Background: an optimization exercise with open tools, aiming at small area. Do not read the settings as production practice. Function was checked by simulation only, so behaviour that the tests miss may differ from the original.

Setup of v19:
## median_filter_resource_optimized
module median_filter_resource_optimized
(
    input                ck100m,
    input                srst_n,
    input                enable,
    input        [15:0]  in,
    output               out_enable,
    output reg   [15:0]  out
);
Settings: LEC_CHECK=0, ABC_AREA=1, CAP_MARGIN=20, CORE_MARGIN=2, CORE_UTILIZATION=40, CTS_CLUSTER_DIAMETER=60, CTS_CLUSTER_SIZE=25, SLEW_MARGIN=20; clock period 5.0 ns.
standard.sh (not shown) runs the stock make flow with config.mk's settings and CLKGATE_MAP_FILE= SYNTH_SCRIPT=/design/flow/synth_recipe.tcl, a recipe that flattens the netlist after the stock synthesis.
==> flow/flow/run.sh <==
#!/bin/bash
# The standard layout (standard.sh), with two changes:
#  - the port buffers are sky130_fd_sc_hd__buf_1 rather than the default choice;
#  - clock tree synthesis inserts no dummy loads (same clustering as config.mk).
# make's full output goes to flow.log in this folder; ORFS keeps each step's log
# under orfs/logs/.
set -euo pipefail
bash standard.sh \
  "BUFFER_PORTS_ARGS=-buffer_cell sky130_fd_sc_hd__buf_1" \
  "CTS_ARGS=-sink_clustering_enable -repair_clock_nets -dont_use_dummy_load -buf_list sky130_fd_sc_hd__clkbuf_8 -sink_clustering_size 25 -sink_clustering_max_diameter 60" \
  finish > flow.log 2>&1
The following lists how v15 was set up differently from v19:
diff --git a/flow/flow/run.sh b/flow/flow/run.sh
--- a/flow/flow/run.sh
+++ b/flow/flow/run.sh
@@ -8,4 +8,4 @@
 bash standard.sh \
   "BUFFER_PORTS_ARGS=-buffer_cell sky130_fd_sc_hd__buf_1" \
-  "CTS_ARGS=-sink_clustering_enable -repair_clock_nets -dont_use_dummy_load -buf_list sky130_fd_sc_hd__clkbuf_8 -sink_clustering_size 25 -sink_clustering_max_diameter 60" \
+  "CTS_ARGS=-sink_clustering_enable -repair_clock_nets -dont_use_dummy_load -sink_clustering_size 25 -sink_clustering_max_diameter 60" \
   finish > flow.log 2>&1
## What came out
- Insertion delay of the later-clocked pin in the worst-skew pair for v15: 50 ps down relative to v19
- Per the comparison of v15 with v19, area overhead of the layout relative to synthesis went up by 2.0 points.
- Clock tree cell share of total cell area: v15 vs v19 up 1.8 points

---

## P
median_filter_resource_optimized, a different RTL version from the one above (not shown whole).
Size: about 1,100 cells after synthesis, about 280 flip-flops, roughly 36 I/O pins, roughly 12,000 um^2 of cells after synthesis.
clock: 5.0 ns
lec_check: 0
abc_area: 1
cap_margin: 20
core_margin: 2
core_utilization: 40
cts_cluster_diameter: 35
cts_cluster_size: 9
slew_margin: 20
==> flow/flow/run.sh <==
#!/bin/bash
# The standard layout (standard.sh), with two changes:
#  - the port buffers are sky130_fd_sc_hd__buf_1 rather than the default choice;
#  - clock tree synthesis inserts no dummy loads and builds the tree from
#    sky130_fd_sc_hd__clkbuf_4, with small sink clusters (at most 9 sinks,
#    35 um across) so that every flip-flop clock pin keeps a fast slew.
# make's full output goes to flow.log in this folder; ORFS keeps each step's log
# under orfs/logs/.
set -euo pipefail
bash standard.sh \
  "BUFFER_PORTS_ARGS=-buffer_cell sky130_fd_sc_hd__buf_1" \
  "CTS_ARGS=-sink_clustering_enable -repair_clock_nets -dont_use_dummy_load -buf_list sky130_fd_sc_hd__clkbuf_2 -sink_clustering_size 6 -sink_clustering_max_diameter 30" \
  finish > flow.log 2>&1
What Q does differently from P at the input level:
- ABC_AREA now 0, was 1
-- flow/flow/run.sh --
<<< P, line 10
bash standard.sh \
  "BUFFER_PORTS_ARGS=-buffer_cell sky130_fd_sc_hd__buf_1" \
  "CTS_ARGS=-sink_clustering_enable -repair_clock_nets -dont_use_dummy_load -buf_list sky130_fd_sc_hd__clkbuf_2 -sink_clustering_size 6 -sink_clustering_max_diameter 30" \
  finish > flow.log 2>&1
>>> Q, line 10
bash standard.sh \
  "BUFFER_PORTS_ARGS=-buffer_cell sky130_fd_sc_hd__buf_1" \
  "CTS_ARGS=-sink_clustering_enable -repair_clock_nets -dont_use_dummy_load -buf_list sky130_fd_sc_hd__clkbuf_4 -sink_clustering_size 9 -sink_clustering_max_diameter 35" \
  finish > flow.log 2>&1
Findings:
- The flow did not stop early for Q: all stages ran, and the layout cleared the timing, DRC and antenna checks.
- P → Q: overall track demand over capacity in global routing ~0 delta; horizontal extent of the die -0.75 um.
- Side by side, via count turned out lower in Q than in P.
- Q vs P: die area down in Q
- The multi-input combinational gate total number comes out lower for Q vs P.
- Q reports its worst setup path startpoint as lane[0][1]$_DFF_P_ while P reports cand[14]$_DFF_PN0_.
- Re simple-gate area share of the yosys netlist: P and Q aren't equal, and the higher value belongs to P.
- P → Q: register-to-register path setup slack has decreased, fraction of layout cells with a size suffix above 1 has increased.

==> afterwards: timing with drivers on the ports <==
Ports are ideal in the flow. The routed layouts listed here were re-timed in OpenROAD. Step 1 sets driving cells, clkbuf_16 on the clock port and buf_2 on the other inputs (assumed; they add their load-dependent delay and slew). Step 2 also shifts input and output timing later by t, the mid clock arrival at the registers, as if the neighbouring blocks saw the same clock. a / b / c = ideal ports / drivers / drivers and shift; a / b = the first two.
run	t (ns)	setup slack, ns	worst setup path at the end	worst data-port slew with drivers (ns)	pins driven straight from the clock port
v19	0.565	0.276 / 0.276 / 0.276	register to register	0.03	1
v15	0.539	0.297 / 0.297 / 0.297	register to register	0.03	1
P	0.839	0.395 / 0.395 / 0.395	register to register	0.03	1
Q	0.656	0.204 / 0.204 / 0.204	register to register	0.04	1
After both steps setup and hold are still met in every run listed.
